Source: an optimization exercise on an open RTL-to-GDS flow (aim: small area). Production flows keep margins and buffers that such runs may drop.
Where RTL was checked, it was by simulation tests only, not by an equivalence proof against the original.
The clock port is modelled as an ideal driver; clocking choices that lean on that would not hold on a real chip.
No activity file was given, so power comes from the tool's default toggle rates.

== yarrow ==
## simon
module simon(
    input wire clk,
    input wire rst,
    input wire [3:0] btn,
    input wire start,
    input wire difficulty,  
    output reg [3:0] led,
    output reg [11:0] rgb,
    output reg hsync,
    output reg vsync,
    output reg [6:0] score,    
    output reg [3:0] an        
);
    localparam IDLE  = 3'b000;
    localparam SHOW  = 3'b001;
    localparam INPUT = 3'b011;
    localparam WIN   = 3'b010;
    localparam LOSE  = 3'b100;
    localparam L_OFF = 2'd0;    
    localparam L_SEQ = 2'd1;    
    localparam L_BTN = 2'd2;    
    localparam L_ALL = 2'd3;    
    localparam J0 = 3'b000, J1 = 3'b001, J2 = 3'b011, J3 = 3'b111, J4 = 3'b110, J5 = 3'b100;
    reg [16:0] tb;
    reg [4:0]  h_hi;
    reg [9:0]  v_count;
    reg [17:0] tc;
    reg [16:0] tb_n;
    reg [5:0]  hc;
    reg [4:0]  h_n;
    reg [10:0] vc;
    reg [9:0]  v_n;
    integer i;
    wire h_end = h_hi[4] & h_hi[3];                  
    wire v_end = v_count[9] & v_count[3] & v_count[2];  
    always @* begin
        tc[0] = 1'b1;
        for (i = 0; i < 17; i = i + 1) begin
            tb_n[i] = tb[i] ^ tc[i];
            tc[i+1] = tc[i] & tb[i];
        end
        hc[0] = tc[7];
        for (i = 0; i < 5; i = i + 1) begin
            h_n[i] = (h_hi[i] ^ hc[i]) & ~(tc[7] & h_end);
            hc[i+1] = hc[i] & h_hi[i];
        end
        vc[0] = tc[7] & h_end;
        for (i = 0; i < 10; i = i + 1) begin
            v_n[i] = (v_count[i] ^ vc[i]) & ~(vc[0] & v_end);
            vc[i+1] = vc[i] & v_count[i];
        end
    end
    always @(posedge clk or posedge rst) begin
        if (rst) begin
            tb <= 17'd3;
            h_hi <= 0;
            v_count <= 0;
        end else begin
            tb <= tb_n;
            h_hi <= h_n;
            v_count <= v_n;
        end
    end
    wire h_vis = ~(h_hi[4] & (h_hi[3] | h_hi[2]));
    wire v_vis = ~(v_count[9] | (&v_count[8:5]));
    always @* begin
        hsync = ~(h_hi[4] & ~h_hi[3] & h_hi[2] &
                  ((h_hi[1] ^ h_hi[0]) | (~h_hi[1] & tb[6]) | (h_hi[1] & ~tb[6])));
        vsync = ~(v_count[9:1] == 9'd245);
    end
  ...
Size: about 370 cells after synthesis, ~37 I/O pins.
clock: 10.0 ns
lec_check: 0
cap_margin: 20
core_margin: 2
core_utilization: 40
cts_buf_list: sky130_fd_sc_hd__clkbuf_8
place_density: 0.6
slew_margin: 20
standard.sh (not shown) runs the stock make flow with config.mk's settings and CLKGATE_MAP_FILE= SYNTH_SCRIPT=/design/flow/synth_recipe.tcl, a recipe that flattens the netlist after the stock synthesis.
==> flow/flow/run.sh <==
#!/bin/bash
# The standard layout, with these changes:
#  - after the standard synthesis, flow/reopt.sh re-optimises the
#    combinational logic with ABC for area; every register instance of the
#    standard synthesis is kept as it is (name and cell);
#  - the port buffers are the smallest buffer cell (buf_1);
#  - before repair_design, every combinational cell is set to its
#    smallest-area drive strength (flow/downsize.tcl);
#  - the clock tree is built by flow/clocktree.tcl before CTS (a clkbuf_2
#    root and seven clkbuf_8 leaves, one per cluster of about 13 flip-flops);
#    CTS then finds nothing left to do and adds no dummy loads.
# Each tool's output goes to a log file in this folder.
set -euo pipefail
export DEEPSYN_J=${DEEPSYN_J:-500}
export BUFFER_PORTS_ARGS="-buffer_cell sky130_fd_sc_hd__buf_1"
export PRE_RESIZE_TCL="$(pwd)/flow/downsize.tcl"
export PRE_CTS_TCL="$(pwd)/flow/clocktree.tcl"
export CTS_ARGS="-sink_clustering_enable -repair_clock_nets -buf_list sky130_fd_sc_hd__clkbuf_8 -dont_use_dummy_load"
bash standard.sh synth > standard_synth.log 2>&1
R=$(pwd)/orfs/results/$FLOW_PLATFORM/simon/base
cp -p "$R/1_2_yosys.v" 1_2_yosys_standard.v
bash flow/reopt.sh 1_2_yosys_standard.v reopt.v > reopt_sh.log 2>&1
cp reopt.v "$R/1_2_yosys.v"
rm -f "$R/1_synth.odb"
bash standard.sh > standard.log 2>&1
Other scripts of this flow, unchanged in this note and not shown: flow/flow/clocktree.tcl, flow/flow/dont_use.txt, flow/flow/downsize.tcl, flow/flow/gen_models.py, flow/flow/reopt.sh
Here is what was changed in the inputs of umber compared with yarrow.
--- a/flow/design.v
+++ b/flow/design.v
@@ -36,22 +36,22 @@
     always @* begin
         tc[0] = 1'b1;
         for (i = 0; i < 17; i = i + 1) begin
             tb_n[i] = tb[i] ^ tc[i];
             tc[i+1] = tc[i] & tb[i];
         end
         hc[0] = tc[7];
         for (i = 0; i < 5; i = i + 1) begin
-            h_n[i] = (h_hi[i] ^ hc[i]) & ~(tc[7] & h_end);
+            h_n[i] = (h_hi[i] ^ hc[i]) & ~(tc[7] & h_end & (i == 0 || i == 3 || i == 4));
             hc[i+1] = hc[i] & h_hi[i];
         end
         vc[0] = tc[7] & h_end;
         for (i = 0; i < 10; i = i + 1) begin
-            v_n[i] = (v_count[i] ^ vc[i]) & ~(vc[0] & v_end);
+            v_n[i] = (v_count[i] ^ vc[i]) & ~(vc[0] & v_end & (i == 0 || i == 2 || i == 3 || i == 9));
             vc[i+1] = vc[i] & v_count[i];
         end
     end
     always @(posedge clk or posedge rst) begin
         if (rst) begin
             tb <= 17'd3;
             h_hi <= 0;
             v_count <= 0;
@@ -82,26 +82,19 @@
     reg [2:0]  state;
     reg [2:0]  e;
     reg [1:0]  lsrc;
     reg [2:0]  q;
     reg [12:0] cnt;         
     reg [3:0]  btn_prev;
     reg [3:0]  btn_valid;
     reg [1:0]  s0, s1, s2, s3, s4;
-    reg [1:0] cur;
-    always @* begin
-        case (1'b1)
-            (~q[2] & ~q[0]): cur = s0;
-            (q[0] & ~q[1]):  cur = s1;
-            (q[1] & ~q[2]):  cur = s2;
-            (q[2] & q[0]):   cur = s3;
-            default:         cur = s4;
-        endcase
-    end
+    wire [1:0] cur = ({2{~q[2] & ~q[0]}} & s0) | ({2{q[0] & ~q[1]}} & s1) |
+                     ({2{q[1] & ~q[2]}} & s2) | ({2{q[2] & q[0]}} & s3) |
+                     ({2{q[2] & ~q[0]}} & s4);
     wire [3:0] cur_oh = 4'b0001 << cur;
     wire last  = q[2] & ~q[0];                        
     wire final_round = difficulty ? (~e[2] & ~e[0])   
                                   : (e[0] & ~e[1]);   
     wire off_f = cnt[11] | (&cnt[10:6] & (cnt[5] | cnt[4]));
     wire off_s = cnt[12] & (cnt[11] | cnt[10] | (&cnt[9:7] & (|cnt[6:3])));
     wire led_on = ~(difficulty ? off_s : off_f);
     wire step   = difficulty ? (cnt[12] & cnt[10] & cnt[9] & cnt[8] & cnt[6] & cnt[5] & cnt[4])
@@ -188,27 +181,24 @@
             L_OFF: led = 4'b0000;
             L_SEQ: led = cur_oh;
             L_BTN: led = btn_prev;
             default: led = 4'b1111;
         endcase
     end
     always @* begin
         an = {3'b111, ~ds0};
-        if (ds0) begin
-            case (e)
-                J4: score = 7'b1000000;  
-                J3: score = 7'b1111001;  
-                J2: score = 7'b0100100;  
-                J1: score = 7'b0110000;  
-                J0: score = 7'b0011001;  
-                default: score = 7'b0010010;  
-            endcase
-        end else
-            score = 7'b1111111;
+        score[6] = e[2] & e[1];
+        score[5] = e[0];
+        score[4] = ~e[1] | (e[2] & e[0]);
+        score[3] = (e[2] & e[0]) | ~(e[2] | e[1] | e[0]);
+        score[2] = ~e[2] & e[1];
+        score[1] = e[2] & ~e[1];
+        score[0] = score[3];
+        score = score | {7{~ds0}};
     end
     wire vis = h_vis & v_vis;
     wire l_seq = ~lsrc[1] & lsrc[0];
     wire l_btn = lsrc[1] & ~lsrc[0];
     wire b_oh = (btn_prev == 4'b0001) | (btn_prev == 4'b0010) |
                 (btn_prev == 4'b0100) | (btn_prev == 4'b1000);
     wire si = state[0];
     wire blink = cnt[10];
[summary]
The share of total power in the clock network in umber sits 3.7 points below the value recorded for yarrow.
Power consumed by the clock network: yarrow vs umber, no meaningful difference
Sequential power (umber vs. yarrow) increases by more than 10%
In umber, cell depth of the worst setup path is higher than in yarrow.
Ratio of final minimum period to clock period up 0.37 points in umber wrt yarrow
Sort umber and yarrow by maximum frequency, descending, and yarrow comes first.
No functional check of the RTL was part of umber.

==> what the ideal ports hide <==
The flow's constraints put no driver on any port. The routed layouts listed below were extracted and timed again, unchanged, in two steps.
Step 1 assumes that a clkbuf_16 drives the clock port and a buf_2 every other input.
Step 2 moves the port delays by t, midway between the first and last clock arrival at a register: inputs arrive t later, outputs are due t later. That takes back most of the time a late clock gives input paths.
a / b / c = no drivers / after step 1 / after step 2; a / b = the first two.
run	shift t [ns]	slack for setup (ns)	hold WS [ns]	worst data-port slew with drivers (ns)
yarrow	0.552	5.184 / 5.159 / 5.710	0.376 / 0.376 / 0.376	0.04
umber	0.546	5.147 / 5.120 / 5.666	0.375 / 0.375 / 0.375	0.04
After both steps setup and hold are still met in every run listed.
